This is an optimization exercise on Yosys and OpenROAD, whose aim is a short achievable clock period and few clock cycles, not a production implementation.
The RTL was checked by simulation tests, not by an equivalence proof against the original design.
Power and IR drop assume default switching activity.

[design/flow/flow/run.sh]
#!/bin/bash
# Layout flow: the standard synthesis unchanged, then the standard ORFS
# layout steps with timing repair aimed well below the clock constraint
# (a larger setup margin and full TNS repair), sizing not held to the cell
# footprint, and port buffers of a stronger cell, so the achieved period is
# pushed down. Each step's full output goes to a log file here; ORFS also
# keeps its per-stage logs under orfs/logs.
set -euo pipefail
MARGIN=${FLOW_SETUP_MARGIN:-14.8}
bash standard.sh synth > flow_synth.log 2>&1
bash standard.sh SETUP_SLACK_MARGIN=$MARGIN TNS_END_PERCENT=100 MATCH_CELL_FOOTPRINT=0 \
  "BUFFER_PORTS_ARGS=-buffer_cell sky130_fd_sc_hd__buf_4" finish > flow_layout.log 2>&1
[design/flow/constraint.sdc]
create_clock -name core_clock -period 20.0 [get_ports {CLK}]
set_input_delay 4.0000 -clock core_clock [delete_from_list [all_inputs] [get_ports {CLK}]]
set_output_delay 4.0000 -clock core_clock [all_outputs]
set_load 0.01 [all_outputs]
[design/flow/config.mk]
export PLATFORM = sky130hd
export DESIGN_NAME = ARM
export DESIGN_NICKNAME = ARM
export VERILOG_FILES = /design/flow/design.v
export SDC_FILE = /design/flow/constraint.sdc
export NUM_CORES = 4
export LEC_CHECK = 0
export ABC_CLOCK_PERIOD_IN_PS = 10000
export CAP_MARGIN = 20
export CORE_MARGIN = 2
export CORE_UTILIZATION = 40
export CTS_CLUSTER_DIAMETER = 100
export CTS_CLUSTER_SIZE = 20
export SETUP_SLACK_MARGIN = 3
export SLEW_MARGIN = 20
export SYNTH_HIERARCHICAL = 1
[design/flow/standard.sh]
#!/bin/bash
# synth_recipe.tcl (not shown) runs the flow's synth.tcl, then flattens the netlist and writes it again
# the make line also repeats each setting of config.mk as NAME=value (left out here)
make -C /OpenROAD-flow-scripts/flow DESIGN_CONFIG=/design/flow/config.mk WORK_HOME=/design/flow/orfs CLKGATE_MAP_FILE= SYNTH_SCRIPT=/design/flow/synth_recipe.tcl "${@:-finish}"
[design/flow/design.v]
module ALU (
    input  [31:0] alu_q,	 
    input  [31:0] ld_q,		 
    input  [31:0] ex_a,		 
    input  [31:0] ex_b,		 
    input         fa_alu, fa_ld, fb_alu, fb_ld,	 
    input         add, sub, usec, op_and, orr, eor, mov, mvn,
    input         c_in,		 
    output [31:0] opa,
    output [31:0] result,
    output [3:0]  nzcv
);
    assign opa = fa_alu ? alu_q : fa_ld ? ld_q : ex_a;
    wire [31:0] opb = fb_alu ? alu_q : fb_ld ? ld_q : ex_b;
    wire [31:0] bx  = sub ? ~opb : opb;
    wire        cin = usec ? c_in : sub;
    reg [31:0] g, p, gg, pp, gn, pn;
    reg [32:0] sum;
    integer i, l;
    always @(*) begin
        g = opa & bx;
        p = opa ^ bx;
        gg = g;
        pp = p;
        gg[0] = g[0] | (p[0] & cin);
        for (l = 0; l < 5; l = l + 1) begin
            for (i = 0; i < 32; i = i + 1) begin
                if (i >= (1 << l)) begin
                    gn[i] = gg[i] | (pp[i] & gg[i - (1 << l)]);
                    pn[i] = pp[i] & pp[i - (1 << l)];
                end else begin
                    gn[i] = gg[i];
                    pn[i] = pp[i];
                end
            end
            gg = gn;
            pp = pn;
        end
        sum[0] = p[0] ^ cin;
        for (i = 1; i < 32; i = i + 1)
            sum[i] = p[i] ^ gg[i - 1];
        sum[32] = gg[31];
    end
    wire        arith = add | sub;
    wire [31:0] logic_r = ({32{op_and}} & (opa & opb)) |
                          ({32{orr}} & (opa | opb)) |
                          ({32{eor}} & (opa ^ opb)) |
                          ({32{mov}} & opb) |
                          ({32{mvn}} & ~opb);
    assign result = arith ? sum[31:0] : logic_r;
    wire [31:0] zt = {opa[30:0] | bx[30:0], cin};
    wire z_arith = &(~(opa ^ bx ^ zt));
    wire z_logic = ~|logic_r;
    assign nzcv[3] = result[31];
    assign nzcv[2] = arith ? z_arith : z_logic;
    assign nzcv[1] = arith ? (sum[32] ^ sub) : mvn;
    assign nzcv[0] = arith & ((result[31] ^ opa[31]) & ~(opa[31] ^ bx[31]));
endmodule
module ZeroFlag (
    input  [31:0] alu_q, ld_q, ex_a, ex_b,
    input         fa_alu, fa_ld, fb_alu, fb_ld,
    input         add, sub, usec, op_and, orr, eor, mov, mvn,
    input         c_in,
    output        z
);
    wire [31:0] opa = fa_alu ? alu_q : fa_ld ? ld_q : ex_a;
    wire [31:0] opb = fb_alu ? alu_q : fb_ld ? ld_q : ex_b;
    wire [31:0] bx  = sub ? ~opb : opb;
    wire        cin = usec ? c_in : sub;
    wire [31:0] logic_r = ({32{op_and}} & (opa & opb)) |
                          ({32{orr}} & (opa | opb)) |
                          ({32{eor}} & (opa ^ opb)) |
                          ({32{mov}} & opb) |
                          ({32{mvn}} & ~opb);
    wire [31:0] zt = {opa[30:0] | bx[30:0], cin};
    wire z_arith = &(~(opa ^ bx ^ zt));
    wire z_logic = ~|logic_r;
    assign z = (add | sub) ? z_arith : z_logic;
endmodule
module FetchStage (
    input  [31:0] inst,		 
    input  [7:0]  pcw,		 
    input  [3:0]  flags,	 
    input         stable,	 
    input  [7:0]  early_w,	 
    input         allow,	 
    input  [7:0]  early_w_o,	 
    input         allow_o,
    output        take,		 
    output [7:0]  nxt_w,	 
    output [7:0]  nxt_w_o	 
);
    function cond_ok;
        input [3:0] c;
        input [3:0] f;
        begin
            case (c)
                4'd0:  cond_ok = f[2];
                4'd1:  cond_ok = ~f[2];
                4'd2:  cond_ok = f[1];
                4'd3:  cond_ok = ~f[1];
                4'd4:  cond_ok = f[3];
                4'd5:  cond_ok = ~f[3];
                4'd6:  cond_ok = f[0];
                4'd7:  cond_ok = ~f[0];
                4'd8:  cond_ok = f[1] & ~f[2];
                4'd9:  cond_ok = ~f[1] & f[2];
                4'd10: cond_ok = f[3] == f[0];
                4'd11: cond_ok = f[3] != f[0];
                4'd12: cond_ok = ~f[2] & (f[3] == f[0]);
                4'd13: cond_ok = f[2] | (f[3] != f[0]);
                default: cond_ok = 1'b1;
            endcase
        end
    endfunction
    reg [7:0] g, p, gg, pp, gn, pn;
    reg [8:0] sum;
    integer i, l;
    always @(*) begin
        g = pcw & inst[7:0];
        p = pcw ^ inst[7:0];
        gg = g;
        gg[0] = g[0] | p[0];
        pp = p;
        for (l = 0; l < 3; l = l + 1) begin
            for (i = 0; i < 8; i = i + 1) begin
                if (i >= (1 << l)) begin
                    gn[i] = gg[i] | (pp[i] & gg[i - (1 << l)]);
                    pn[i] = pp[i] & pp[i - (1 << l)];
                end else begin
                    gn[i] = gg[i];
                    pn[i] = pp[i];
                end
            end
            gg = gn;
            pp = pn;
        end
        sum[0] = ~p[0];
        for (i = 1; i < 8; i = i + 1)
            sum[i] = p[i] ^ gg[i - 1];
        sum[8] = gg[7];
    end
    wire isbr = (inst[27:26] == 2'b10) & ~inst[24];
    wire pred = stable ? cond_ok(inst[31:28], flags) :
                ((inst[31:28] >= 4'd14) | inst[7]);
    assign take = isbr & pred;
    assign nxt_w = (take & allow) ? sum[7:0] : early_w;
    assign nxt_w_o = (take & allow_o) ? sum[7:0] : early_w_o;
endmodule
module HazardDetectionUnit (
    input  [31:0] ir,
    input         valid,
    input  [14:0] sa, s2, sd,	 
    input  [14:0] pending,
    input         ld_done,
    input  [3:0]  ld_dest,
    input         ex_ld_go,
    input         ex_wr,
    input  [3:0]  ex_dest,
    input         q_full,	 
    input         q_near,	 
    input         ex_mem,
    output        stall
);
    wire [3:0] opc = ir[24:21];
    wire m00 = ir[27:26] == 2'b00;
    wire m01 = ir[27:26] == 2'b01;
    wire is_mem = m01 & (opc == 4'b0100);
    wire is_ld  = is_mem & ir[20];
    wire is_st  = is_mem & ~ir[20];
    wire o_mov = m00 & (opc == 4'b1101);
    wire o_mvn = m00 & (opc == 4'b1111);
    wire d_wb = (m00 & (opc == 4'b1101 || opc == 4'b1111 || opc == 4'b0100 ||
                        opc == 4'b0101 || opc == 4'b0010 || opc == 4'b0110 ||
                        opc == 4'b1100 || opc == 4'b0001 ||
                        (opc == 4'b0000 && ir != 32'hE000_0000))) | is_ld;
    wire [3:0] rn = ir[19:16];
    wire [3:0] rd = ir[15:12];
    wire [3:0] rm = ir[3:0];
    wire [3:0] r2 = is_st ? rd : rm;
    wire use_a = (m00 & ~o_mov & ~o_mvn) | is_mem;
    wire use_m = (m00 & ~ir[25]) | is_st;
    wire breg = m00 & ~ir[25];
    wire bshift = breg & ~ir[4] & (ir[11:7] != 5'd0);
    reg [14:0] busy;
    integer i;
    always @(*)
        for (i = 0; i < 15; i = i + 1)
            busy[i] = (pending[i] & ~(ld_done & (ld_dest == i))) | (ex_ld_go & (ex_dest == i));
    wire haz = (use_a & |(sa & busy)) | (use_m & |(s2 & busy)) | (d_wb & |(sd & busy));
    wire memfull = is_mem & (q_full | (q_near & ex_mem));
    wire shdep = bshift & ((ex_wr & (ex_dest == rm)) | (ld_done & (ld_dest == rm)));
    assign stall = valid & (haz | memfull | shdep);
endmodule
module adder_addr (
    input  [18:0] base,
    input  [18:0] imm_adj,	 
    output [17:0] h_lo,		 
    output [17:0] h_hi		 
);
    wire [18:0] a0 = base + imm_adj;
    wire [18:0] a2 = base + (imm_adj + 19'd2);
    assign h_lo = a0[18:1];
    assign h_hi = a2[18:1];
endmodule
module ARM
	(
		CLK,
		RST,
		INST_ADDR,
		INST_DATA,
		SRAM_ADDR,
		SRAM_WE_N,
		SRAM_DQ_OUT,
		SRAM_DQ_IN
	);
input			CLK;
input			RST;
output	[31:0]	INST_ADDR;
input	[31:0]	INST_DATA;
output	[17:0]	SRAM_ADDR;
output			SRAM_WE_N;
output	[15:0]	SRAM_DQ_OUT;
input	[15:0]	SRAM_DQ_IN;
	function cond_ok;
		input [3:0] c;
		input [3:0] f;	 
		begin
			case (c)
				4'd0:  cond_ok = f[2];
				4'd1:  cond_ok = ~f[2];
				4'd2:  cond_ok = f[1];
				4'd3:  cond_ok = ~f[1];
				4'd4:  cond_ok = f[3];
				4'd5:  cond_ok = ~f[3];
				4'd6:  cond_ok = f[0];
				4'd7:  cond_ok = ~f[0];
				4'd8:  cond_ok = f[1] & ~f[2];
				4'd9:  cond_ok = ~f[1] & f[2];
				4'd10: cond_ok = f[3] == f[0];
				4'd11: cond_ok = f[3] != f[0];
				4'd12: cond_ok = ~f[2] & (f[3] == f[0]);
				4'd13: cond_ok = f[2] | (f[3] != f[0]);
				default: cond_ok = 1'b1;
			endcase
		end
	endfunction
	integer i;
	reg [31:0] pc;
	reg        id_valid;
	reg        ex_valid;
	reg [14:0] rf_set;			 
	reg [3:0]  flags;			 
	reg [14:0] pending;			 
	reg        wb_alu_v, wb_ld_v;	 
	reg        act_v;
	localparam QD = 3;
	localparam QW = 2;
	reg [QW-1:0] q_cnt;
	reg [31:0] rf [0:14];
	reg [31:0] id_ir, id_pc, id_pc4;
	reg [14:0] id_sa, id_s2, id_sd;	 
	reg [14:0] id_sae, id_sae_h, id_sac, id_s2e, id_s2e_h, id_s2c;
	reg [3:0]  id_r2;				 
	reg        id_ba_alu, id_ba_ld, id_b2_alu, id_b2_ld;	 
	reg        id_pred;
	reg [3:0]  ex_cond;
	reg        ex_wb, ex_setf, ex_ld, ex_st, ex_br, ex_pred;
	reg [3:0]  ex_dest;
	reg        ex_add, ex_sub, ex_usec, ex_and, ex_orr, ex_eor, ex_mov, ex_mvn;
	reg [31:0] ex_b;
	reg [18:0] ex_imm_adj, ex_imm_adj2;
	reg        ex_early;		 
	reg [31:0] ex_a, ex_m;
	reg        ex_fa_alu, ex_fa_ld, ex_fm_alu, ex_fm_ld, ex_fb_alu, ex_fb_ld;
	reg [31:0] ex_alt_pc;
	reg [31:0] alu_q;			 
	reg [31:0] ld_q;			 
	reg [3:0]  wb_alu_d, wb_ld_d;
	reg        act_ph, act_ld;
	reg [3:0]  act_dest;
	reg [15:0] act_hi, act_lo;
	reg [31:0] pc_o;
	reg        sram_we_n_o;
	reg [17:0] sram_addr_q;		 
	reg [17:0] sram_addr_hi;		 
	reg [15:0] sram_dq_q;
	reg        q_ld [0:QD-1];
	reg [17:0] q_h [0:QD-1];
	reg [31:0] q_d [0:QD-1];
	reg [3:0]  q_dest [0:QD-1];
	wire [31:0] id_tgt;
	assign id_tgt = id_pc4 + {{22{id_ir[7]}}, id_ir[7:0], 2'b00};
	assign INST_ADDR   = pc_o;
	assign SRAM_ADDR   = sram_addr_q;
	assign SRAM_DQ_OUT = sram_dq_q;
	assign SRAM_WE_N   = sram_we_n_o;
	wire ex_pass = cond_ok(ex_cond, flags);
	wire [31:0] opa, result;
	wire [3:0]  nzcv;
	ALU alu (
		.alu_q(alu_q), .ld_q(ld_q), .ex_a(ex_a), .ex_b(ex_b),
		.fa_alu(ex_fa_alu), .fa_ld(ex_fa_ld), .fb_alu(ex_fb_alu), .fb_ld(ex_fb_ld),
		.add(ex_add), .sub(ex_sub), .usec(ex_usec), .op_and(ex_and), .orr(ex_orr),
		.eor(ex_eor), .mov(ex_mov), .mvn(ex_mvn), .c_in(flags[1]),
		.opa(opa), .result(result), .nzcv(nzcv)
	);
	wire [31:0] opm = ex_fm_alu ? alu_q : ex_fm_ld ? ld_q : ex_m;
	wire ex_do    = ex_valid & ex_pass;
	wire ex_wr    = ex_do & ex_wb & ~ex_ld;
	wire ex_redir = ex_valid & ex_br & (ex_pass != ex_pred);
	wire ex_z;
	ZeroFlag zf (
		.alu_q(alu_q), .ld_q(ld_q), .ex_a(ex_a), .ex_b(ex_b),
		.fa_alu(ex_fa_alu), .fa_ld(ex_fa_ld), .fb_alu(ex_fb_alu), .fb_ld(ex_fb_ld),
		.add(ex_add), .sub(ex_sub), .usec(ex_usec), .op_and(ex_and), .orr(ex_orr),
		.eor(ex_eor), .mov(ex_mov), .mvn(ex_mvn), .c_in(flags[1]), .z(ex_z)
	);
	wire z_next = (ex_valid & ex_pass & ex_setf) ? ex_z : flags[2];
	wire id_zbr = id_valid & is_br & (id_ir[31:29] == 3'b000);
	wire id_ztk = id_ir[28] ^ z_next;
	wire id_br_pred = id_zbr ? id_ztk : id_pred;	 
	wire id_near = id_tgt[31:10] == id_pc4[31:10];
	wire id_redir = id_valid & is_br & ~ex_redir &
	                ((id_br_pred != id_pred) | (id_pred & ~id_near));
	wire [31:0] id_redir_pc = id_br_pred ? id_tgt : id_pc4;
	wire [18:0] maddr = opa[18:0] + ex_imm_adj;
	wire [18:0] maddr2 = opa[18:0] + ex_imm_adj2;	 
	wire        iss_v = ex_do & (ex_st | (ex_ld & ~ex_early));
	wire early_abort = ex_valid & ex_ld & ex_early & ~ex_pass;
	wire ld_done   = act_v & act_ph & act_ld;
	wire sram_free = ~act_v | act_ph;
	wire q_pop     = sram_free & (q_cnt != 0);
	wire direct    = sram_free & (q_cnt == 0) & iss_v;
	wire q_push    = iss_v & ~direct;
	wire [QW-1:0] q_cnt_p = q_cnt - q_pop;
	wire [31:0] ld_word = {SRAM_DQ_IN, act_lo};
	wire [3:0] opc = id_ir[24:21];
	wire m00 = id_ir[27:26] == 2'b00;
	wire m01 = id_ir[27:26] == 2'b01;
	wire m10 = id_ir[27:26] == 2'b10;
	wire is_mem = m01 & (opc == 4'b0100);
	wire is_ld  = is_mem & id_ir[20];
	wire is_st  = is_mem & ~id_ir[20];
	wire is_br  = m10 & ~id_ir[24];
	wire o_mov = m00 & (opc == 4'b1101);
	wire o_mvn = m00 & (opc == 4'b1111);
	wire o_add = m00 & (opc == 4'b0100);
	wire o_adc = m00 & (opc == 4'b0101);
	wire o_sub = m00 & (opc == 4'b0010);
	wire o_sbc = m00 & (opc == 4'b0110);
	wire o_and = m00 & (opc == 4'b0000);
	wire o_orr = m00 & (opc == 4'b1100);
	wire o_eor = m00 & (opc == 4'b0001);
	wire o_cmp = m00 & (opc == 4'b1010);
	wire o_tst = m00 & (opc == 4'b1000);
	wire d_wb = o_mov | o_mvn | o_add | o_adc | o_sub | o_sbc | o_orr | o_eor |
	            (o_and & (id_ir != 32'hE000_0000)) | is_ld;
	wire [3:0] rn = id_ir[19:16];
	wire [3:0] rd = id_ir[15:12];
	wire [3:0] rm = id_ir[3:0];
	wire [3:0] r2 = id_r2;
	wire breg = m00 & ~id_ir[25];					 
	wire [4:0] samt = id_ir[4] ? 5'd0 : id_ir[11:7];
	wire bshift = breg & (samt != 5'd0);			 
	reg [31:0] rf_a, rf_m;
	reg [14:0] rf_set_nx;			 
	always @(*)
		for (i = 0; i < 15; i = i + 1)
			rf_set_nx[i] = rf_set[i] | (wb_alu_v && wb_alu_d == i) | (wb_ld_v && wb_ld_d == i);
	always @(*) begin
		rf_a = 32'b0;
		rf_m = 32'b0;
		for (i = 0; i < 15; i = i + 1) begin
			rf_a[15:0] = rf_a[15:0] | ({16{id_sae[i]}} & rf[i][15:0]) | ({16{id_sac[i]}} & i);
			rf_m[15:0] = rf_m[15:0] | ({16{id_s2e[i]}} & rf[i][15:0]) | ({16{id_s2c[i]}} & i);
			rf_a[31:16] = rf_a[31:16] | ({16{id_sae_h[i]}} & rf[i][31:16]);
			rf_m[31:16] = rf_m[31:16] | ({16{id_s2e_h[i]}} & rf[i][31:16]);
		end
	end
	wire [31:0] rd_a = id_ba_alu ? alu_q : id_ba_ld ? ld_q : rf_a;
	wire [31:0] rd_m = id_b2_alu ? alu_q : id_b2_ld ? ld_q : rf_m;
	wire ex_ld_go = ex_do & ex_ld;
	wire id_stall;
	HazardDetectionUnit hdu (
		.ir(id_ir), .valid(id_valid), .sa(id_sa), .s2(id_s2), .sd(id_sd), .pending(pending),
		.ld_done(ld_done), .ld_dest(act_dest), .ex_ld_go(ex_ld_go),
		.ex_wr(ex_wr), .ex_dest(ex_dest),
		.q_full(q_cnt >= QD), .q_near(q_cnt == QD - 1),
		.ex_mem(ex_valid & (ex_ld | ex_st)), .stall(id_stall)
	);
	reg [31:0] shifted;
	always @(*) begin
		case (id_ir[6:5])
			2'b00: shifted = rd_m << samt;
			2'b11: shifted = ({rd_m, rd_m} >> samt);
			default: shifted = rd_m >> samt;
		endcase
	end
	wire [63:0] rot_src = {24'b0, id_ir[7:0], 24'b0, id_ir[7:0]};
	wire [63:0] rot_sh = rot_src >> {id_ir[11:8], 1'b0};
	wire [31:0] imm12 = {{20{id_ir[11]}}, id_ir[11:0]};
	wire [31:0] imm_adj = imm12 - 32'd1024;
	wire early = id_valid & is_ld & ~id_stall & ~ex_redir & sram_free & (q_cnt == 0) &
	             ~(ex_valid & (ex_ld | ex_st)) &
	             ~(ex_wr & (ex_dest == rn)) & ~(ld_done & (act_dest == rn));
	wire [17:0] early_h, early_h2;
	adder_addr ea (.base(rd_a[18:0]), .imm_adj(imm_adj[18:0]), .h_lo(early_h), .h_hi(early_h2));
	function [14:0] onehot;
		input [3:0] r;
		onehot = 15'b1 << r;
	endfunction
	wire f_st = (INST_DATA[27:26] == 2'b01) & (INST_DATA[24:21] == 4'b0100) & ~INST_DATA[20];
	wire [14:0] f_sa = onehot(INST_DATA[19:16]);
	wire [14:0] f_sd = onehot(INST_DATA[15:12]);
	wire [14:0] f_s2 = f_st ? f_sd : onehot(INST_DATA[3:0]);
	wire [3:0]  f_r2 = f_st ? INST_DATA[15:12] : INST_DATA[3:0];
	wire [3:0]  nx_rn = id_stall ? rn : INST_DATA[19:16];
	wire [3:0]  nx_r2 = id_stall ? r2 : f_r2;
	wire [14:0] nx_sa = id_stall ? onehot(rn) : f_sa;
	wire [14:0] nx_s2 = id_stall ? onehot(r2) : f_s2;
	wire [31:0] pc4 = pc + 32'd4;
	wire f_stable = ~(id_valid & id_ir[20]) & ~(ex_valid & ex_setf & ex_pass);
	wire [31:0] pc_early = ex_redir ? ex_alt_pc : id_stall ? pc : pc4;
	wire f_allow = ~ex_redir & ~id_stall;
	wire [31:0] pc_early_o = pc_early & {32{~RST}};
	wire f_allow_o = f_allow & ~RST;
	wire f_take;
	wire [31:0] pc_next;
	wire [7:0] f_nxt, f_nxt_o;
	FetchStage fs (
		.inst(INST_DATA), .pcw(pc[9:2]),
		.flags(flags), .stable(f_stable), .early_w(pc_early[9:2]), .allow(f_allow),
		.early_w_o(pc_early_o[9:2]), .allow_o(f_allow_o),
		.take(f_take), .nxt_w(f_nxt), .nxt_w_o(f_nxt_o)
	);
	assign pc_next = id_redir ? id_redir_pc : {pc_early[31:10], f_nxt, pc_early[1:0]};
	always @(posedge CLK or posedge RST) begin
		if (RST) begin
			pc <= 32'b0;
			id_valid <= 1'b0;
			ex_valid <= 1'b0;
			rf_set <= 15'b0;
			flags <= 4'b0;
			pending <= 15'b0;
			wb_alu_v <= 1'b0;
			wb_ld_v <= 1'b0;
			act_v <= 1'b0;
			q_cnt <= 0;
		end else begin
			pc <= pc_next;
			if (ex_redir | id_redir)
				id_valid <= 1'b0;
			else if (!id_stall)
				id_valid <= 1'b1;
			ex_valid <= id_valid & ~id_stall & ~ex_redir;
			if (ex_do & ex_setf)
				flags <= nzcv;
			wb_alu_v <= ex_wr;
			wb_ld_v <= ld_done;
			rf_set <= rf_set_nx;
			for (i = 0; i < 15; i = i + 1) begin
				if (ex_ld_go && ex_dest == i)
					pending[i] <= 1'b1;
				else if (ld_done && act_dest == i)
					pending[i] <= 1'b0;
			end
			if (early_abort)
				act_v <= 1'b0;
			else if (sram_free)
				act_v <= (q_cnt != 0) | iss_v | early;
			q_cnt <= q_cnt_p + q_push;
		end
	end
	wire we_n_next = early_abort ? 1'b1 :
	                 sram_free ? ((q_cnt != 0) ? q_ld[0] : iss_v ? ex_ld : 1'b1) :
	                 act_ld;
	always @(posedge CLK) begin
		pc_o <= (id_redir & ~RST) ? id_redir_pc : {pc_early_o[31:10], f_nxt_o, pc_early_o[1:0]};
		sram_we_n_o <= RST | we_n_next;
		if (!id_stall) begin
			id_ir <= INST_DATA;
			id_pc <= pc;
			id_pred <= f_take;
			id_pc4 <= pc4;
			id_r2 <= f_r2;
		end
		ex_cond <= id_ir[31:28];
		ex_wb <= d_wb;
		ex_setf <= id_ir[20];
		ex_ld <= is_ld;
		ex_st <= is_st;
		ex_br <= is_br;
		ex_pred <= id_br_pred;
		ex_dest <= rd;
		ex_add <= o_add | o_adc | is_mem;
		ex_sub <= o_sub | o_sbc | o_cmp;
		ex_usec <= o_adc | o_sbc;
		ex_and <= o_and | o_tst;
		ex_orr <= o_orr;
		ex_eor <= o_eor;
		ex_mov <= o_mov;
		ex_mvn <= o_mvn;
		ex_b <= breg ? shifted : is_mem ? imm12 : rot_sh[31:0];
		ex_imm_adj <= imm_adj[18:0];
		ex_imm_adj2 <= imm_adj[18:0] + 19'd2;
		ex_early <= early;
		id_sa <= nx_sa;
		id_s2 <= nx_s2;
		id_sae <= nx_sa & rf_set_nx;
		id_sae_h <= nx_sa & rf_set_nx;
		id_sac <= nx_sa & ~rf_set_nx;
		id_s2e <= nx_s2 & rf_set_nx;
		id_s2e_h <= nx_s2 & rf_set_nx;
		id_s2c <= nx_s2 & ~rf_set_nx;
		id_sd <= id_stall ? onehot(rd) : f_sd;
		id_ba_alu <= ex_wr & (ex_dest == nx_rn);
		id_ba_ld <= ld_done & (act_dest == nx_rn);
		id_b2_alu <= ex_wr & (ex_dest == nx_r2);
		id_b2_ld <= ld_done & (act_dest == nx_r2);
		ex_a <= rd_a;
		ex_m <= rd_m;
		ex_fa_alu <= ex_wr & (ex_dest == rn);
		ex_fm_alu <= ex_wr & (ex_dest == r2);
		ex_fa_ld <= ld_done & (act_dest == rn);
		ex_fm_ld <= ld_done & (act_dest == r2);
		ex_fb_alu <= breg & ~bshift & ex_wr & (ex_dest == rm);
		ex_fb_ld <= breg & ~bshift & ld_done & (act_dest == rm);
		ex_alt_pc <= id_br_pred ? id_pc4 : id_tgt;
		alu_q <= result;
		if (wb_alu_v && wb_alu_d != 4'd15)
			rf[wb_alu_d] <= alu_q;
		if (wb_ld_v && wb_ld_d != 4'd15 && !(wb_alu_v && wb_alu_d == wb_ld_d))
			rf[wb_ld_d] <= ld_q;
		wb_alu_d <= ex_dest;
		wb_ld_d <= act_dest;
		if (ld_done)
			ld_q <= ld_word;
		if (sram_free) begin
			act_ph <= 1'b0;
			if (q_cnt != 0) begin
				act_ld <= q_ld[0]; act_dest <= q_dest[0];
				sram_addr_q <= q_h[0]; sram_addr_hi <= q_h[0] + 18'd1;
				sram_dq_q <= q_d[0][15:0]; act_hi <= q_d[0][31:16];
			end else if (iss_v) begin
				act_ld <= ex_ld; act_dest <= ex_dest;
				sram_addr_q <= maddr[18:1]; sram_addr_hi <= maddr2[18:1];
				sram_dq_q <= opm[15:0]; act_hi <= opm[31:16];
			end else begin
				act_ld <= 1'b1; act_dest <= rd;
				sram_addr_q <= early_h; sram_addr_hi <= early_h2;
				sram_dq_q <= opm[15:0];
			end
		end else begin
			act_ph <= 1'b1;
			sram_addr_q <= sram_addr_hi;
			sram_addr_hi <= early_h2;	 
			sram_dq_q <= act_hi;
			act_lo <= SRAM_DQ_IN;
		end
		for (i = 0; i < QD; i = i + 1) begin
			if (q_push && q_cnt_p == i) begin
				q_ld[i] <= ex_ld; q_h[i] <= maddr[18:1]; q_d[i] <= opm; q_dest[i] <= ex_dest;
			end else if (q_pop && i < QD - 1) begin
				q_ld[i] <= q_ld[i+1]; q_h[i] <= q_h[i+1]; q_d[i] <= q_d[i+1]; q_dest[i] <= q_dest[i+1];
			end
		end
	end
endmodule
==> results of run 1 <==
## power by group through the flow
stage	logic [W]	registers, W	clock network (W)
floorplan	0.00324	0.00379	0
global placement	0.00489	0.00398	0
detailed placement	0.00494	0.00398	0
CTS	0.00513	0.00392	0.00180
global route	0.00569	0.00397	0.00189
finish	0.00536	0.00393	0.00179
## worst register-to-register path: stages, from the launching register on
cell	delay [ns]
dfxtp_2	0.32
buf_4	0.26
inv_2	0.98
o32ai_1	0.34
o21ai_1	1.11
mux2i_1	0.26
mux2i_1	0.49
nand2_1	0.09
o21ai_0	0.23
o211ai_1	0.14
a21boi_0	0.15
o21ai_0	0.95
## routing by layer
layer,up-vias,wire (um),GRT usage
met5,-,80,0.0007102
met4,12,20090,0.1575
met3,1001,39310,0.07569
met2,4681,145100,0.4741
met1,34040,132700,0.4262
li1,29610,-,-
## sequential cells by signal (all words and copies together), names as in the netlist, 16 cells and up
register	count
id_ir	32
pc_o	32
rf	480
ex_alt_pc	32
ex_a	32
act_hi	16
sram_addr_q	18
sram_addr_hi	18
q_d	96
ex_m	32
id_pc4	32
ex_b	32
ld_q	32
sram_dq_q	16
act_lo	16
q_h	54
pc	32
alu_q	32
## cell type report
type	count	area [um^2]	share of cell area
inverter	346	1326	0.01493
antenna	5	12.51	0.0001409
sequential	1272	33800	0.3806
multi-input combinational	5835	43940	0.4947
timing repair buffer	426	3926	0.04421
clock buffer	128	2171	0.02444
clock inverter	18	310.3	0.003494
tap	2656	3323	0.03742
## worst paths after layout
path	start	end	slack (ns)
worst min register to register	act_lo[8]	ld_q[8]	0.43
worst min-delay path	act_lo[8]	ld_q[8]	0.43
max in group asynchronous	RST	rf_set[14]	15.72
min in group asynchronous	RST	q_cnt[0]	3.42
worst max register to register	id_b2_ld	ex_b[15]	14.51
worst max-delay path	id_b2_ld	ex_b[15]	14.51
## per-stage QoR
stage / std cells / cell area [um^2] / setup slack (ns) / power, W
floorplan: 8059 / 80080 / 14.16 / 0.007029
global placement: 10410 / 83650 / 12.72 / 0.008869
detailed placement: 10410 / 83670 / 12.62 / 0.008921
CTS: 10640 / 87670 / 14.45 / 0.01085
global route: 10680 / 88800 / 14.58 / 0.01155
finish: 10690 / 88810 / 14.51 / 0.01108
## Yosys stat by module (local to each module, per instance)
module               flops+latches  cells inside  cell area (um^2)  times used
HazardDetectionUnit              0           203              1363           1
adder_addr                       0           231              1873           1
ALU                              0          1013              7146           1
FetchStage                       0           102             839.6           1
ARM                           1272          6030             64280           1
ZeroFlag                         0           480              4398           1
## kinds of logic after synthesis
group	count (synthesis)
mux	897
fa+ha+maj	355
xor+xnor	398
compound gates	2053
buf+inv	957
simple gates	2127
flops	1272
## synth_stat cells, types with 37 or more instances
cell type / instances / area share
buf_1: 76 / 0.0036
o22ai_1: 86 / 0.0067
mux2i_1: 225 / 0.028
a22oi_1: 433 / 0.041
o32ai_1: 37 / 0.0041
dfrtp_1: 73 / 0.023
xnor2_1: 260 / 0.029
a31oi_1: 71 / 0.0056
dfxtp_1: 421 / 0.11
o21a_1: 88 / 0.0083
o21ai_1: 40 / 0.0025
nand2_1: 863 / 0.041
ha_1: 333 / 0.052
a21oi_1: 395 / 0.025
a221oi_1: 37 / 0.0041
edfxtp_1: 778 / 0.29
o21ai_0: 397 / 0.025
mux2_2: 571 / 0.080
inv_1: 336 / 0.016
clkbuf_1: 478 / 0.022
nor2_1: 457 / 0.021
nor4_1: 69 / 0.0054
o211ai_1: 44 / 0.0041
nor3_1: 108 / 0.0068
nand4_1: 166 / 0.013
a21o_1: 50 / 0.0047
nand3_1: 129 / 0.0081
nor2b_1: 39 / 0.0031
a211oi_1: 46 / 0.0043
xor2_1: 135 / 0.015
nand2b_1: 55 / 0.0043
## repair_timing
item                       in CTS  in global routing
pin swaps                      13                 46
gates resized for setup       215                155
setup endpoints to repair     351                168
setup buffers                  80                 36
gates cloned                    5                  6
hold endpoints to repair        0                  0
==> flow_metrics.env, run 1 <==
export IMPL_min_path_cells=0
export IMPL_yosysUniqueCellTypes=134
export IMPL_power_switching_w=0.004899
export IMPL_place_congestion=0.9989
export IMPL_cp_slowest_cell="o21ai_1"
export IMPL_antenna_left=0
export IMPL_crit_required_ns=20.57
export IMPL_rsz0062_at_grt="yes"
export IMPL_grt_pass1_wl_um=474800
export IMPL_htree_levels=3
export IMPL_ys_seq_area_frac=0.4208
export IMPL_synth_edf_count=778
export IMPL_synth_compound_area_share=0.1733
export IMPL_cp_cell_sequence="buf_4 -> inv_2 -> o32ai_1 -> o21ai_1 -> mux2i_1 -> mux2i_1 -> nand2_1 -> o21ai_0 -> o211ai_1 -> a21boi_0 -> o21ai_0"
export IMPL_antenna_found_initial=14
export IMPL_cp_start_kind="flip-flop"
export IMPL_maxCapViolCount=0
export IMPL_powerDensity_nw_per_um2=124.8
export IMPL_synth_ff_type="edfxtp_1"
export IMPL_drtPass1Iterations=15
export IMPL_wl_per_cell_um=31.56
export IMPL_slew_limit_headroom=0.09289
export IMPL_outcome="complete, no violations"
export IMPL_final_util=0.4462
export IMPL_whs_ns=0.4305
export IMPL_grt_usage=0.3167
export IMPL_ios=117
export IMPL_leakage_nw=34.02
export IMPL_dieWidth_um=450.9
export IMPL_setup_viol=0
export IMPL_clock_skew_ns=0.08637
export IMPL_min_path_type="flip-flop to flip-flop"
export IMPL_vias=69340
export IMPL_async_flop_share=0.05739
export IMPL_yosysWarnings=14
export IMPL_clockBufferDepth=3
export IMPL_synth_seq_cells=1272
export IMPL_combPwrFrac=0.484
export IMPL_area_growth_pct=11.16
export IMPL_synthXorXnorAreaFrac=0.04418
export IMPL_drive_gt1_frac=0.1966
export IMPL_r2r_cells=11
export IMPL_synth_cells=8059
export IMPL_endpoint_kind="flip-flop"
export IMPL_tritoncts="yes"
export IMPL_worst_slew_pin_slew_ns=1.352
export IMPL_worstSkewPairLatency_ns=0.82
export IMPL_fp_row_count=164
export IMPL_power_frac_clock=0.162
export IMPL_chipHeight_um=450.9
export IMPL_cts_sinks=1272
export IMPL_cpPeakStageDelay_ns=1.11
export IMPL_start_util=0.4014
export IMPL_floorplan_core_area_um2=199000
export IMPL_syn_cell_area_um2=79890
export IMPL_path_clk_slew_ns=0.09
export IMPL_crit_cells=11
export IMPL_syn_avg_cell_area_um2=9.914
export IMPL_grt_pass1_vias=65800
export IMPL_portBuffers=116
export IMPL_crit_buf_inv=2
export IMPL_arrival_ns=6.07
export IMPL_critPathMaxFanout=28
export IMPL_via_per_inst=6.488
export IMPL_fin_setup_tns_ns=0
export IMPL_synth_mux_area_fraction=0.1310
export IMPL_synthAdderAreaFrac=0.05766
export IMPL_seqPwrFrac=0.354
export IMPL_slew_viol_final=0
export IMPL_peakVddDrop_mv=0.08711
export IMPL_max_freq_mhz=182.0
export IMPL_grt_overflow_total=0
export IMPL_cp_top_family="compound AO/OA/AOI/OAI gates"
export IMPL_drc=0
export IMPL_hold_viol=0
export IMPL_wl_um=337300
export IMPL_final_cell_mix="nand2_1 (842), edfxtp_1 (778), mux2_2 (564), nor2_1 (453), a22oi_1 (433)"
export IMPL_fin_crit_sh=0.2747
export IMPL_fin_crit_ns=5.493
export IMPL_drt_iter0_markers=11210
export IMPL_p_int_w=0.006181
export IMPL_nFillCells=18950
export IMPL_synth_top_family_by_area="compound AO/OA/AOI/OAI gates"
export IMPL_path_class="flip-flop to flip-flop"
export IMPL_postCtsHoldBufs=0
export IMPL_grt_start_max_net_pins=79
export IMPL_fin_nets=8364
export IMPL_place_hpwl_um=214700
export IMPL_yosys_area_share_simple=0.1253
export IMPL_netSwitchingFraction=0.4422
export IMPL_cts_made_buffers=78
export IMPL_clockRootBuffer="clkbuf_16"
export IMPL_mostFrequentLayoutCell="nand2_1"
export IMPL_dieArea_um2=203300
Testbench counts, summed over its fixed seeds: cycles 42,135.
==> run 2: changes to the inputs <==
--- a/design/flow/design.v
+++ b/design/flow/design.v
@@ -80,8 +80,8 @@
 module FetchStage (
     input  [31:0] inst,		 
     input  [7:0]  pcw,		 
-    input  [3:0]  flags,	 
-    input         stable,	 
+    input  [15:0] ptab,		 
+    input         unst,		 
     input  [7:0]  early_w,	 
     input         allow,	 
     input  [7:0]  early_w_o,	 
@@ -90,29 +90,6 @@
     output [7:0]  nxt_w,	 
     output [7:0]  nxt_w_o	 
 );
-    function cond_ok;
-        input [3:0] c;
-        input [3:0] f;
-        begin
-            case (c)
-                4'd0:  cond_ok = f[2];
-                4'd1:  cond_ok = ~f[2];
-                4'd2:  cond_ok = f[1];
-                4'd3:  cond_ok = ~f[1];
-                4'd4:  cond_ok = f[3];
-                4'd5:  cond_ok = ~f[3];
-                4'd6:  cond_ok = f[0];
-                4'd7:  cond_ok = ~f[0];
-                4'd8:  cond_ok = f[1] & ~f[2];
-                4'd9:  cond_ok = ~f[1] & f[2];
-                4'd10: cond_ok = f[3] == f[0];
-                4'd11: cond_ok = f[3] != f[0];
-                4'd12: cond_ok = ~f[2] & (f[3] == f[0]);
-                4'd13: cond_ok = f[2] | (f[3] != f[0]);
-                default: cond_ok = 1'b1;
-            endcase
-        end
-    endfunction
     reg [7:0] g, p, gg, pp, gn, pn;
     reg [8:0] sum;
     integer i, l;
@@ -141,8 +118,7 @@
         sum[8] = gg[7];
     end
     wire isbr = (inst[27:26] == 2'b10) & ~inst[24];
-    wire pred = stable ? cond_ok(inst[31:28], flags) :
-                ((inst[31:28] >= 4'd14) | inst[7]);
+    wire pred = ptab[inst[31:28]] | (unst & inst[7]);
     assign take = isbr & pred;
     assign nxt_w = (take & allow) ? sum[7:0] : early_w;
     assign nxt_w_o = (take & allow_o) ? sum[7:0] : early_w_o;
@@ -428,9 +404,13 @@
 	wire f_take;
 	wire [31:0] pc_next;
 	wire [7:0] f_nxt, f_nxt_o;
+	reg [15:0] f_ptab;
+	always @(*)
+		for (i = 0; i < 16; i = i + 1)
+			f_ptab[i] = f_stable ? cond_ok(i, flags) : (i >= 14);
 	FetchStage fs (
 		.inst(INST_DATA), .pcw(pc[9:2]),
-		.flags(flags), .stable(f_stable), .early_w(pc_early[9:2]), .allow(f_allow),
+		.ptab(f_ptab), .unst(~f_stable), .early_w(pc_early[9:2]), .allow(f_allow),
 		.early_w_o(pc_early_o[9:2]), .allow_o(f_allow_o),
 		.take(f_take), .nxt_w(f_nxt), .nxt_w_o(f_nxt_o)
 	);
--- a/design/flow/config.mk
+++ b/design/flow/config.mk
@@ -9,8 +9,6 @@
 export CAP_MARGIN = 20
 export CORE_MARGIN = 2
 export CORE_UTILIZATION = 40
-export CTS_CLUSTER_DIAMETER = 100
-export CTS_CLUSTER_SIZE = 20
 export SETUP_SLACK_MARGIN = 3
 export SLEW_MARGIN = 20
 export SYNTH_HIERARCHICAL = 1
==> run 2 against run 1 <==
Global-route usage fell by 0.39 points. Register-to-register slack improved by 0.06 ns. Via count fell by 0.63%. Clock power rose by 59%. Power rose by 9.0%. Clock skew fell by 0.0040 ns. Synthesized area barely moved. Sequential power barely moved. Critical endpoint is now ex_b[18]. Largest cell class unchanged. Largest power group unchanged. Highest routed layer unchanged.
==> flow_metrics.env, run 2 <==
export IMPL_grt_overflow_total=0
export IMPL_clock_skew_ns=0.08234
export IMPL_worstSkewPairLatency_ns=0.84
export IMPL_async_flop_share=0.05739
export IMPL_crit_required_ns=20.60
export IMPL_syn_avg_cell_area_um2=10.05
export IMPL_largest_reg_flops=480
export IMPL_slew_limit_headroom=0.1328
export IMPL_vias=68900
export IMPL_antenna_left=0
export IMPL_cp_slowest_cell="nor3_1"
export IMPL_place_congestion=0.9527
export IMPL_wl_um=333200
export IMPL_arrival_ns=6.04
export IMPL_synth_top_area_frac=0.2925
export IMPL_yosysUniqueCellTypes=123
export IMPL_tritoncts="yes"
export IMPL_fin_crit_sh=0.2719
export IMPL_max_freq_mhz=183.9
export IMPL_grt_pass1_wl_um=466700
export IMPL_yosysWarnings=14
export IMPL_ios=117
export IMPL_synth_cells=7944
export IMPL_cpPeakStageDelay_ns=1.04
export IMPL_fin_setup_tns_ns=0
export IMPL_fin_crit_ns=5.438
export IMPL_p_int_w=0.007066
export IMPL_path_clk_slew_ns=0.06
export IMPL_cp_cell_sequence="buf_4 -> inv_1 -> buf_4 -> o32ai_1 -> o21ai_1 -> mux2i_1 -> mux4_2 -> nand2_1 -> o211ai_1 -> o21ai_0 -> nor3_1 -> nor3_1"
export IMPL_via_per_inst=6.438
export IMPL_largest_register="rf"
export IMPL_mostFrequentLayoutCell="edfxtp_1"
export IMPL_yosysMostFrequentCell="edfxtp_1"
export IMPL_finalPower_w=0.01208
export IMPL_fin_ws_ns=14.56
export IMPL_post_place_ws_ns=12.45
export IMPL_area_growth_pct=14.12
export IMPL_slew_viol_final=0
export IMPL_synth_area_leaders="edfxtp_1 (29%), dfxtp_1 (11%), mux2_2 (8.0%)"
export IMPL_worst_slew_pin_slew_ns=1.287
export IMPL_min_path_type="flip-flop to flip-flop"
export IMPL_floorplan_core_area_um2=199000
export IMPL_portBuffers=116
export IMPL_seqPwrFrac=0.325
export IMPL_syn_cell_area_um2=79880
export IMPL_reg_top3="rf x480, q_d x96, q_h x54"
export IMPL_cp_start_kind="flip-flop"
export IMPL_seqCellArea_um2=33810
export IMPL_r2r_cells=12
export IMPL_wl_per_cell_um=31.13
export IMPL_fin_nets=8322
export IMPL_crit_cells=12
export IMPL_multi_input_area_um2=43600
export IMPL_dieWidth_um=450.9
export IMPL_drive_gt1_frac=0.2091
export IMPL_place_hpwl_um=215300
export IMPL_fp_row_count=164
export IMPL_endpoint_kind="flip-flop"
export IMPL_clockRootBuffer="clkbuf_16"
export IMPL_combPwrFrac=0.439
export IMPL_path_class="flip-flop to flip-flop"
export IMPL_met3_usage=0.07854
export IMPL_outcome="complete, no violations"
export IMPL_synth_top_area_cell="edfxtp_1"
export IMPL_grt_start_max_net_pins=89
export IMPL_drt_iter0_markers=10180
export IMPL_peakVddDrop_mv=0.09904
export IMPL_cts_made_buffers=147
export IMPL_setup_viol=0
export IMPL_grt_usage=0.3128
export IMPL_dieArea_um2=203300
export IMPL_postCtsHoldBufs=0
export IMPL_netSwitchingFraction=0.4149
export IMPL_antenna_found_initial=16
export IMPL_clockBufferDepth=3
export IMPL_cts_sinks=1272
export IMPL_grt_pass1_vias=65430
export IMPL_cp_top_family="compound AO/OA/AOI/OAI gates"
export IMPL_drc=0
export IMPL_power_frac_clock=0.236
export IMPL_final_util=0.4580
export IMPL_whs_ns=0.3970
export IMPL_ys_seq_area_frac=0.4209
export IMPL_synth_top_cells_by_count="edfxtp_1 (778), nand2_1 (728), mux2_2 (564), nor2_1 (462), clkbuf_1 (457)"
export IMPL_rsz0062_at_grt="yes"
export IMPL_min_path_cells=0
export IMPL_crit_buf_inv=3
export IMPL_powerDensity_nw_per_um2=132.5
export IMPL_start_util=0.4013
export IMPL_synth_seq_cells=1272
export IMPL_nFillCells=18640
export IMPL_critPathMaxFanout=23
export IMPL_final_cell_mix="edfxtp_1 (778), nand2_1 (712), mux2_2 (549), nor2_1 (457), a22oi_1 (418)"
export IMPL_leakage_nw=35.59
export IMPL_htree_levels=4
export IMPL_power_switching_w=0.005010
export IMPL_grt_met1_usage=0.4135
export IMPL_chipHeight_um=450.9
export IMPL_hold_viol=0
export IMPL_synth_ff_type="edfxtp_1"
export IMPL_synth_edf_count=778
export IMPL_maxCapViolCount=0
export IMPL_drtPass1Iterations=11
export IMPL_grt_met2_usage=0.4713
export IMPL_busiest_layer="met2"
==> run 2: changes by cell type in the layout (fill, tap and decap cells not counted), sizes merged, moves of 17 or more <==
cell | before | now
a21oi | 405 | 369
o21ai | 438 | 457
clkbuf | 140 | 209
xnor2 | 260 | 226
o31ai | 23 | 41
nand2 | 864 | 731
inv | 350 | 373
a31oi | 71 | 42
nand3 | 130 | 149
mux2i | 256 | 287
mux4 | 17 | 48
bufinv | 0 | 17
xor2 | 135 | 170
clkinv | 13 | 54
==> run 2: metrics by stage <==
step,cell area [um^2],std cells
global placement,83690,10320
floorplan,80010,7945
finish,91150,10700
global route,91140,10700
detailed placement,83700,10320
CTS,90240,10650
==> run 2: routing by layer <==
metal,up-vias,routed length [um]
met5,-,89
li1,29460,-
met4,12,19840
met3,1087,37350
met1,33750,131100
met2,4588,144900
==> run 2: worst paths after layout <==
check	slack [ns]	startpoint	end
max	14.56	id_b2_ld	ex_b[18]
min	0.40	id_pc4[1]	ex_alt_pc[1]
max reg2reg	14.56	id_b2_ld	ex_b[18]
min reg2reg	0.40	id_pc4[1]	ex_alt_pc[1]
max in group asynchronous	15.51	RST	pending[9]
min in group asynchronous	3.43	RST	pc[5]
==> run 2: power by group through the flow <==
stage	registers (W)	clock network, W	logic, W
after global routing	0.00397	0.00298	0.00562
after global placement	0.00397	0	0.00490
after CTS	0.00392	0.00287	0.00512
after detailed placement	0.00397	0	0.00494
after floorplan	0.00378	0	0.00325
final	0.00393	0.00285	0.00530
==> run 2: cell type report <==
class,count,share of cell area
multi-input cells,5701,0.4783
clock buffers,194,0.04344
clock inverters,78,0.01198
diodes,7,0.0001922
inverters,374,0.01557
well taps,2656,0.03646
flip-flops and latches,1272,0.3710
repair buffers,420,0.04309
==> run 2: logic make-up (layout without fill, tap and decap cells) <==
| group | count (synthesis) | in the layout | synth area share |
|---|---|---|---|
| XOR/XNOR | 397 | 397 | 0.04370 |
| AO/OA/AOI/OAI | 1995 | 1996 | 0.1682 |
| AND/OR/NAND/NOR | 1994 | 1996 | 0.1172 |
| buffers and inverters | 975 | 1066 | 0.04867 |
| adder cells (fa/ha/maj) | 356 | 356 | 0.05783 |
| other | 1 | 9 | 0.00004695 |
| multiplexers | 954 | 954 | 0.1434 |
| flip-flops | 1272 | 1272 | 0.4209 |
==> run 2: Yosys stat by module (local to each module, per instance) <==
module | flip-flops and latches | copies in the design
HazardDetectionUnit | 0 | 1
ZeroFlag | 0 | 1
ARM | 1272 | 1
ALU | 0 | 1
FetchStage | 0 | 1
adder_addr | 0 | 1
==> run 2: timing repair <==
item	CTS	global route
hold endpoints to repair	0	0
cloned	7	5
endpoints found under the setup margin	324	181
pin swaps	13	35
resized for setup	237	93
setup buffers	49	44
Testbench counts of run 2, summed over its fixed seeds: cycles 42,135.
==> run 3: changes to the inputs <==
--- a/design/flow/design.v
+++ b/design/flow/design.v
@@ -239,6 +239,7 @@
 	reg [14:0] id_sae, id_sae_h, id_sac, id_s2e, id_s2e_h, id_s2c;
 	reg [3:0]  id_r2;				 
 	reg        id_ba_alu, id_ba_ld, id_b2_alu, id_b2_ld;	 
+	reg        id_ba_alu_h, id_ba_ld_h, id_b2_alu_h, id_b2_ld_h;	 
 	reg        id_pred;
 	reg [3:0]  ex_cond;
 	reg        ex_wb, ex_setf, ex_ld, ex_st, ex_br, ex_pred;
@@ -354,8 +355,10 @@
 			rf_m[31:16] = rf_m[31:16] | ({16{id_s2e_h[i]}} & rf[i][31:16]);
 		end
 	end
-	wire [31:0] rd_a = id_ba_alu ? alu_q : id_ba_ld ? ld_q : rf_a;
-	wire [31:0] rd_m = id_b2_alu ? alu_q : id_b2_ld ? ld_q : rf_m;
+	wire [31:0] rd_a = {id_ba_alu_h ? alu_q[31:16] : id_ba_ld_h ? ld_q[31:16] : rf_a[31:16],
+	                    id_ba_alu ? alu_q[15:0] : id_ba_ld ? ld_q[15:0] : rf_a[15:0]};
+	wire [31:0] rd_m = {id_b2_alu_h ? alu_q[31:16] : id_b2_ld_h ? ld_q[31:16] : rf_m[31:16],
+	                    id_b2_alu ? alu_q[15:0] : id_b2_ld ? ld_q[15:0] : rf_m[15:0]};
 	wire ex_ld_go = ex_do & ex_ld;
 	wire id_stall;
 	HazardDetectionUnit hdu (
@@ -498,6 +501,10 @@
 		id_ba_ld <= ld_done & (act_dest == nx_rn);
 		id_b2_alu <= ex_wr & (ex_dest == nx_r2);
 		id_b2_ld <= ld_done & (act_dest == nx_r2);
+		id_ba_alu_h <= ex_wr & (ex_dest == nx_rn);
+		id_ba_ld_h <= ld_done & (act_dest == nx_rn);
+		id_b2_alu_h <= ex_wr & (ex_dest == nx_r2);
+		id_b2_ld_h <= ld_done & (act_dest == nx_r2);
 		ex_a <= rd_a;
 		ex_m <= rd_m;
 		ex_fa_alu <= ex_wr & (ex_dest == rn);
==> run 3 against run 2 <==
Still clean on timing, DRC and antenna. Critical path depth up 12. Fmax grew 1.1%. Die area down 0.67%. Count of clock-buffer cells in the layout rose by 11. Sequential cell count is the same. First-iteration DRC count increased by 12%. Utilization rose by 0.17 points. Synthesized area shrank 0.68%. Largest power group unchanged.
==> flow_metrics.env, run 3 <==
export IMPL_power_switching_w=0.005144
export IMPL_arrival_ns=6.16
export IMPL_antenna_found_initial=17
export IMPL_rrSetupSlack_ns=14.62
export IMPL_syn_avg_cell_area_um2=9.511
export IMPL_area_growth_pct=14.27
export IMPL_r2r_start="ex_fb_ld"
export IMPL_vias=71300
export IMPL_wl_um=350000
export IMPL_powerDensity_nw_per_um2=133.7
export IMPL_min_path_type="flip-flop to flip-flop"
export IMPL_fin_setup_tns_ns=0
export IMPL_netSwitchingFraction=0.4245
export IMPL_grt_pass1_vias=67490
export IMPL_rsz0062_at_grt="yes"
export IMPL_place_hpwl_um=230700
export IMPL_cpPeakStageDelay_ns=0.53
export IMPL_reg_top3="rf x480, q_d x96, q_h x54"
export IMPL_drive_gt1_frac=0.1700
export IMPL_cts_made_buffers=150
export IMPL_async_flop_share=0.05739
export IMPL_max_freq_mhz=185.9
export IMPL_nFillCells=18440
export IMPL_grt_usage=0.3337
export IMPL_drt_iter0_markers=11450
export IMPL_leakage_nw=35.24
export IMPL_via_per_inst=6.439
export IMPL_dieWidth_um=449.4
export IMPL_power_frac_clock=0.239
export IMPL_seqPwrFrac=0.323
export IMPL_dpl_cell_area_um2=83150
export IMPL_grt_met1_usage=0.4484
export IMPL_grt_met2_usage=0.4909
export IMPL_portBuffers=116
export IMPL_fin_nets=8706
export IMPL_final_util=0.4597
export IMPL_synth_ff_type="edfxtp_1"
export IMPL_path_class="flip-flop to flip-flop"
export IMPL_fin_crit_ns=5.380
export IMPL_whs_ns=0.3809
export IMPL_synth_cells=8341
export IMPL_ys_seq_area_frac=0.4237
export IMPL_r2r_cells=24
export IMPL_rr_endpoint="pc[13]"
export IMPL_hold_viol=0
export IMPL_synth_top_cells_by_count="nand2_1 (1054), edfxtp_1 (778), o21ai_0 (684), clkbuf_1 (473), nor2_1 (468)"
export IMPL_synth_top_area_cell="edfxtp_1"
export IMPL_met3_usage=0.08526
export IMPL_yosysUniqueCellTypes=121
export IMPL_largest_reg_flops=480
export IMPL_syn_cell_area_um2=79330
export IMPL_slew_limit_headroom=0.1422
export IMPL_floorplan_core_area_um2=197200
export IMPL_fp_row_count=163
export IMPL_cp_start_kind="flip-flop"
export IMPL_busiest_layer="met2"
export IMPL_grt_start_max_net_pins=92
export IMPL_clock_skew_ns=0.06431
export IMPL_endpoint_kind="flip-flop"
export IMPL_wl_per_cell_um=31.61
export IMPL_ios=117
export IMPL_clockRootBuffer="clkbuf_16"
export IMPL_grt_overflow_total=0
export IMPL_cts_sinks=1272
export IMPL_min_to="ex_alt_pc[0]"
export IMPL_p_int_w=0.006973
export IMPL_yosysWarnings=14
export IMPL_final_cell_mix="nand2_1 (1035), edfxtp_1 (778), o21ai_0 (663), nor2_1 (464), a22oi_1 (439)"
export IMPL_antenna_left=0
export IMPL_finalPower_w=0.01212
export IMPL_maxCapViolCount=0
export IMPL_synth_top_area_frac=0.2945
export IMPL_synth_edf_count=778
export IMPL_outcome="complete, no violations"
export IMPL_worst_slew_pin_slew_ns=1.276
export IMPL_peakVddDrop_mv=0.09729
export IMPL_path_clk_slew_ns=0.06
export IMPL_finish_instance_area_um2=90660
export IMPL_mostFrequentLayoutCell="nand2_1"
export IMPL_combPwrFrac=0.438
export IMPL_cp_slowest_cell="or4_4"
export IMPL_worstSkewPairLatency_ns=0.85
export IMPL_htree_levels=4
export IMPL_drtPass1Iterations=9
export IMPL_largest_register="rf"
export IMPL_fin_crit_sh=0.2690
export IMPL_hp_start="id_pc4[0]"
export IMPL_min_path_cells=0
export IMPL_yosysMostFrequentCell="nand2_1"
export IMPL_grt_pass1_wl_um=493100
export IMPL_synth_area_leaders="edfxtp_1 (29%), dfxtp_1 (11%), ha_1 (5.3%)"
export IMPL_crit_required_ns=20.78
export IMPL_critPathMaxFanout=7
export IMPL_chipHeight_um=449.4
export IMPL_synth_seq_cells=1272
export IMPL_dieArea_um2=201900
export IMPL_cp_cell_sequence="clkbuf_16 -> buf_12 -> mux2_4 -> mux2i_4 -> xor2_1 -> ha_1 -> xor2_2 -> nand4_1 -> nor4_2 -> nand4_1 -> o31ai_4 -> buf_12 -> nand3_2 -> o22a_1 -> a21oi_2 -> and3b_2 -> buf_12 -> nor4_2 -> nand4_1 -> buf_6 -> buf_4 -> or4_4 -> a21oi_1 -> or2_1"
export IMPL_slew_viol_final=0
export IMPL_tritoncts="yes"
export IMPL_start_util=0.4023
export IMPL_drc=0
export IMPL_place_congestion=1.004
export IMPL_clockBufferDepth=3
export IMPL_setup_viol=0
run 3: changes by cell type after synthesis, sizes merged, moves of 12 or more:
cell | before | now
nand2 | 729 | 1054
o21ai | 457 | 704
mux2 | 619 | 386
a21oi | 369 | 422
mux4 | 48 | 23
o32ai | 39 | 16
a22oi | 422 | 441
clkbuf | 457 | 474
o21a | 87 | 104
o22ai | 94 | 77
o211ai | 56 | 44
run 3: final cells by class:
cell class | instances | area [um^2] | area share
clock inverters | 74 | 915.9 | 0.01010
inverters | 379 | 1458 | 0.01608
diodes | 5 | 12.51 | 0.0001380
multi-input cells | 6067 | 42890 | 0.4731
well taps | 2640 | 3303 | 0.03644
flip-flops and latches | 1272 | 33780 | 0.3727
clock buffers | 205 | 4278 | 0.04719
repair buffers | 430 | 4015 | 0.04429
run 3: power groups by stage:
stage	Clock, W	Combinational (W)	Sequential [W]
5_1_grt	0.00302	0.00565	0.00395
3_3_place_gp	0	0.00489	0.00394
4_1_cts	0.00292	0.00513	0.00390
3_5_place_dp	0	0.00495	0.00394
2_1_floorplan	0	0.00315	0.00378
6_report	0.00290	0.00531	0.00391
run 3: metal layers:
metal / vias up / part of all wire
met4: 7 / 0.062
met3: 1106 / 0.12
met1: 34500 / 0.39
met2: 5144 / 0.42
met5: - / 0.00028
li1: 30540 / -
run 3: worst max path at each step:
| stage | startpoint | slack [ns] | to |
|---|---|---|---|
| 2_1_floorplan | INST_DATA[28] | 14.20 | pc[8] |
| 3_3_place_gp | ex_fb_alu | 12.81 | pc_o[24] |
| 3_5_place_dp | ex_fb_ld | 12.78 | pc_o[24] |
| 4_1_cts | pc_o[9] | 14.62 | INST_ADDR[9] |
| 5_1_grt | ex_fb_ld | 14.56 | pc_o[3] |
| 6_report | ex_fb_ld | 14.62 | pc[13] |
run 3: critical path, delay by kind of cell, from the launching register on:
family                     cells  cell delay (ns)
and+or+nand+nor                9             2.05
buffers and inverters          6             0.91
AOI/OAI and AO/OA              4             0.75
muxes                          2             0.50
DFF                            1             0.48
xor gates and xnor gates       2             0.41
adders and majority gates      1             0.22
run 3: stage by stage:
stage	setup WS [ns]	cells
2_1_floorplan	14.20	8342
3_3_place_gp	12.81	10690
3_5_place_dp	12.78	10690
4_1_cts	14.62	11050
5_1_grt	14.56	11070
6_report	14.62	11070
run 3: per-module statistics from Yosys, one instance, submodules excluded:
| module | cells | times used |
|---|---|---|
| HazardDetectionUnit | 203 | 1 |
| ARM | 6335 | 1 |
| adder_addr | 231 | 1 |
| ALU | 1013 | 1 |
| FetchStage | 81 | 1 |
| ZeroFlag | 478 | 1 |
run 3: repair_timing:
item | 4_1_cts | 5_1_grt
pin swaps | 18 | 41
hold buffers | 0 | 0
gates cloned | 15 | 3
setup buffers | 65 | 15
endpoints found under the setup margin | 347 | 155
gates resized for setup | 256 | 93
run 3: kinds of logic (layout without fill, tap and decap cells):
logic type / after synthesis / count (layout) / share of synthesized area
buf+inv: 1006 / 1088 / 0.05025
fa+ha+maj: 356 / 356 / 0.05823
other cells: 1 / 7 / 0.00004727
xor+xnor: 392 / 392 / 0.04337
flops: 1272 / 1272 / 0.4237
compound gates: 2284 / 2284 / 0.1860
mux: 688 / 688 / 0.1028
simple gates: 2342 / 2345 / 0.1355
Testbench counts of run 3, summed over its fixed seeds: cycles 42,135.
==> run 4: changes to the inputs <==
--- a/design/flow/flow/run.sh
+++ b/design/flow/flow/run.sh
@@ -6,7 +6,7 @@
 # pushed down. Each step's full output goes to a log file here; ORFS also
 # keeps its per-stage logs under orfs/logs.
 set -euo pipefail
-MARGIN=${FLOW_SETUP_MARGIN:-14.8}
+MARGIN=${FLOW_SETUP_MARGIN:-15.0}
 bash standard.sh synth > flow_synth.log 2>&1
 bash standard.sh SETUP_SLACK_MARGIN=$MARGIN TNS_END_PERCENT=100 MATCH_CELL_FOOTPRINT=0 \
   "BUFFER_PORTS_ARGS=-buffer_cell sky130_fd_sc_hd__buf_4" finish > flow_layout.log 2>&1
==> run 4 against run 3 <==
Synthesized area stayed put. Still clean on timing, DRC and antenna. Via count is 0.68% higher. Final cell count is 0.17% higher.
==> flow_metrics.env, run 4 <==
export IMPL_place_hpwl_um=224200
export IMPL_synth_top_cells_by_count="nand2_1 (1054), edfxtp_1 (778), o21ai_0 (684), clkbuf_1 (473), nor2_1 (468)"
export IMPL_dieArea_um2=201900
export IMPL_outcome="complete, no violations"
export IMPL_hold_viol=0
export IMPL_antenna_found_initial=19
export IMPL_yosysMostFrequentCell="nand2_1"
export IMPL_crit_required_ns=16.00
export IMPL_fp_row_count=163
export IMPL_synth_seq_cells=1272
export IMPL_ios=117
export IMPL_grt_usage=0.3280
export IMPL_rsz0062_at_grt="yes"
export IMPL_cts_sinks=1272
export IMPL_postCtsHoldBufs=0
export IMPL_clock_skew_ns=0.03858
export IMPL_grt_pass1_vias=67890
export IMPL_fin_crit_ns=5.323
export IMPL_critPathMaxFanout=1
export IMPL_synth_top_area_cell="edfxtp_1"
export IMPL_synth_edf_count=778
export IMPL_fin_crit_sh=0.2662
export IMPL_fin_setup_tns_ns=0
export IMPL_drt_iter0_markers=11370
export IMPL_syn_avg_cell_area_um2=9.511
export IMPL_mostFrequentLayoutCell="nand2_1"
export IMPL_grt_pass1_wl_um=485600
export IMPL_wl_per_cell_um=31.15
export IMPL_synth_area_leaders="edfxtp_1 (29%), dfxtp_1 (11%), ha_1 (5.3%)"
export IMPL_cp_cell_sequence="buf_6"
export IMPL_htree_levels=4
export IMPL_cp_top_family="flip-flops"
export IMPL_largest_register="rf"
export IMPL_worst_slew_pin_slew_ns=1.274
export IMPL_portBuffers=116
export IMPL_start_util=0.4023
export IMPL_wl_um=345500
export IMPL_finish_instance_area_um2=91040
export IMPL_slew_limit_headroom=0.1431
export IMPL_vias=71780
export IMPL_largest_reg_flops=480
export IMPL_cpPeakStageDelay_ns=0.38
export IMPL_slew_viol_final=0
export IMPL_path_clk_slew_ns=0.06
export IMPL_worstSkewPairLatency_ns=0.84
export IMPL_final_cell_mix="nand2_1 (1034), edfxtp_1 (778), o21ai_0 (659), nor2_1 (464), a22oi_1 (438)"
export IMPL_powerDensity_nw_per_um2=132.7
export IMPL_reg_top3="rf x480, q_d x96, q_h x54"
export IMPL_synth_cells=8341
export IMPL_synth_ff_type="edfxtp_1"
export IMPL_peakVddDrop_mv=0.09942
export IMPL_chipHeight_um=449.4
export IMPL_grt_start_max_net_pins=89
export IMPL_min_path_type="flip-flop to flip-flop"
export IMPL_yosysUniqueCellTypes=121
export IMPL_tritoncts="yes"
export IMPL_rrSetupSlack_ns=14.91
export IMPL_place_congestion=0.9729
export IMPL_dpl_cell_area_um2=83150
export IMPL_maxCapViolCount=0
export IMPL_clockBufferDepth=3
export IMPL_drtPass1Iterations=10
export IMPL_floorplan_core_area_um2=197200
export IMPL_cp_slowest_cell="dfxtp_4"
export IMPL_yosysWarnings=14
export IMPL_drive_gt1_frac=0.1760
export IMPL_path_class="flip-flop to output pin"
export IMPL_ys_seq_area_frac=0.4237
export IMPL_cts_made_buffers=147
export IMPL_fin_nets=8732
export IMPL_leakage_nw=35.41
export IMPL_arrival_ns=1.32
export IMPL_post_place_ws_ns=13.29
export IMPL_crit_buf_inv=1
export IMPL_cp_start_kind="flip-flop"
export IMPL_via_per_inst=6.472
export IMPL_synth_top_area_frac=0.2945
export IMPL_setup_viol=0
export IMPL_async_flop_share=0.05739
export IMPL_area_growth_pct=14.76
export IMPL_antenna_left=0
export IMPL_endpoint_kind="output pin"
export IMPL_grt_overflow_total=0
export IMPL_fin_ws_ns=14.68
export IMPL_max_freq_mhz=187.9
export IMPL_syn_cell_area_um2=79330
export IMPL_dieWidth_um=449.4
export IMPL_clockRootBuffer="clkbuf_16"
export IMPL_drc=0
-- run 4: changes by cell type in the layout (fill, tap and decap cells not counted), sizes merged --
cell / before / now
clkinvlp: 4 / 3
buf: 420 / 452
clkbuf: 215 / 202
or4: 20 / 17
nand2: 1054 / 1055
clkinv: 50 / 54
inv: 387 / 388
diode: 5 / 3
-- run 4: cell type report --
cell class | instances | area, um^2
fill | 18500 | 106200
multi-input combinational | 6065 | 43190
sequential | 1272 | 33780
timing repair buffer | 461 | 4374
clock buffer | 193 | 4055
tap | 2640 | 3303
inverter | 379 | 1450
clock inverter | 78 | 882.1
antenna | 3 | 7.507
-- run 4: per-stage QoR --
step / power (W) / instances / hold slack (ns) / util
floorplan: 0.006931 / 8342 / 0.3495 / -
global placement: 0.008811 / 10680 / 0.3554 / 0.4216
detailed placement: 0.008874 / 10680 / 0.3631 / 0.4216
CTS: 0.01185 / 11060 / 0.3791 / 0.4574
global route: 0.01256 / 11090 / 0.3943 / 0.4616
finish: 0.01208 / 11090 / 0.3769 / 0.4617
-- run 4: worst register-to-register path, stage by stage (launching register included) --
cell       delay, ns
dfxtp_4         0.38
buf_12          0.14
buf_16          0.14
mux2_4          0.32
mux2i_4         0.21
xor2_1          0.19
ha_1            0.27
xor2_1          0.23
nand4_1         0.17
nor4_4          0.35
nand4_1         0.20
o31ai_4         0.12
buf_12          0.17
nand3_2         0.08
o22a_1          0.26
a21oi_2         0.15
and3b_2         0.25
nor4_2          0.13
nand4_1         0.20
or4_4           0.58
clkbuf_16       0.21
a21oi_2         0.16
or2_1           0.12
-- run 4: worst paths after layout --
kind,start,endpoint,cells past startpoint
setup / recovery,pc_o[14],INST_ADDR[14],1
hold / removal,id_pc4[1],ex_alt_pc[1],0
setup reg to reg,ex_fb_ld,pc[10],22
hold reg to reg,id_pc4[1],ex_alt_pc[1],0
max in group asynchronous,RST,rf_set[4],3
min in group asynchronous,RST,pc[1],2
-- run 4: metal layers --
metal  GRT usage  wire [um]  vias to the layer above  share of wire
li1            -          -                    30560              -
met5           0        149                        -        0.00043
met2      0.4787     144500                     5342           0.42
met1      0.4318     133000                    34650           0.38
met3     0.09429      45110                     1212           0.13
met4      0.1893      22770                       14          0.066
-- run 4: per-module statistics from Yosys (local to each module, per instance) --
module,times used,flops+latches
ARM,1,1272
ZeroFlag,1,0
FetchStage,1,0
HazardDetectionUnit,1,0
adder_addr,1,0
ALU,1,0
-- run 4: what timing repair did --
item	4_1_cts	5_1_grt
setup endpoints to repair	304	168
pin swaps	70	43
setup buffers	101	22
resized for setup	297	113
cloned	7	4
-- run 4: cell families after synthesis --
kind of cell | Yosys count | synth area share
fa+ha+maj | 356 | 0.05823
compound gates | 2284 | 0.1860
other cells | 1 | 0.00004727
xor+xnor | 392 | 0.04337
simple gates | 2342 | 0.1355
mux | 688 | 0.1028
flops | 1272 | 0.4237
buf+inv | 1006 | 0.05025
-- run 4: power by group --
part,switching (W),internal (W),total [W]
Combinational,0.00353,0.00185,0.00538
Clock,0.00120,0.00160,0.00280
Sequential,0.000416,0.00349,0.00391

static timing again, ports no longer ideal:
No port has a modelled driver above. Below, the same layouts with a new extraction and two added sets of constraints.
Step 1 assumes that a clkbuf_16 drives the clock port and a buf_2 every other input.
Step 2 adds t to the input delays and takes it off the output delays; t is the mean of the earliest and latest rising clock arrival at the registers after step 1. Input paths then give back, and output paths get back, about the clock's delay inside the block.
a / b / c = ideal ports / drivers / drivers and shift; a / b = the first two.
run | t, ns | setup slack, ns | cell pins on the clock port's net
run 1 | 0.873 | 14.506 / 14.506 / 13.905 | 1
run 2 | 0.904 | 14.562 / 14.562 / 13.893 | 1
run 3 | 0.905 | 14.620 / 14.579 / 13.853 | 1
run 4 | 0.909 | 14.677 / 14.584 / 13.908 | 1
After both steps every run listed still meets setup and hold. The setup slack of run 4, which loses most, moves by -0.093 ns with the drivers and by -0.769 ns with both steps.
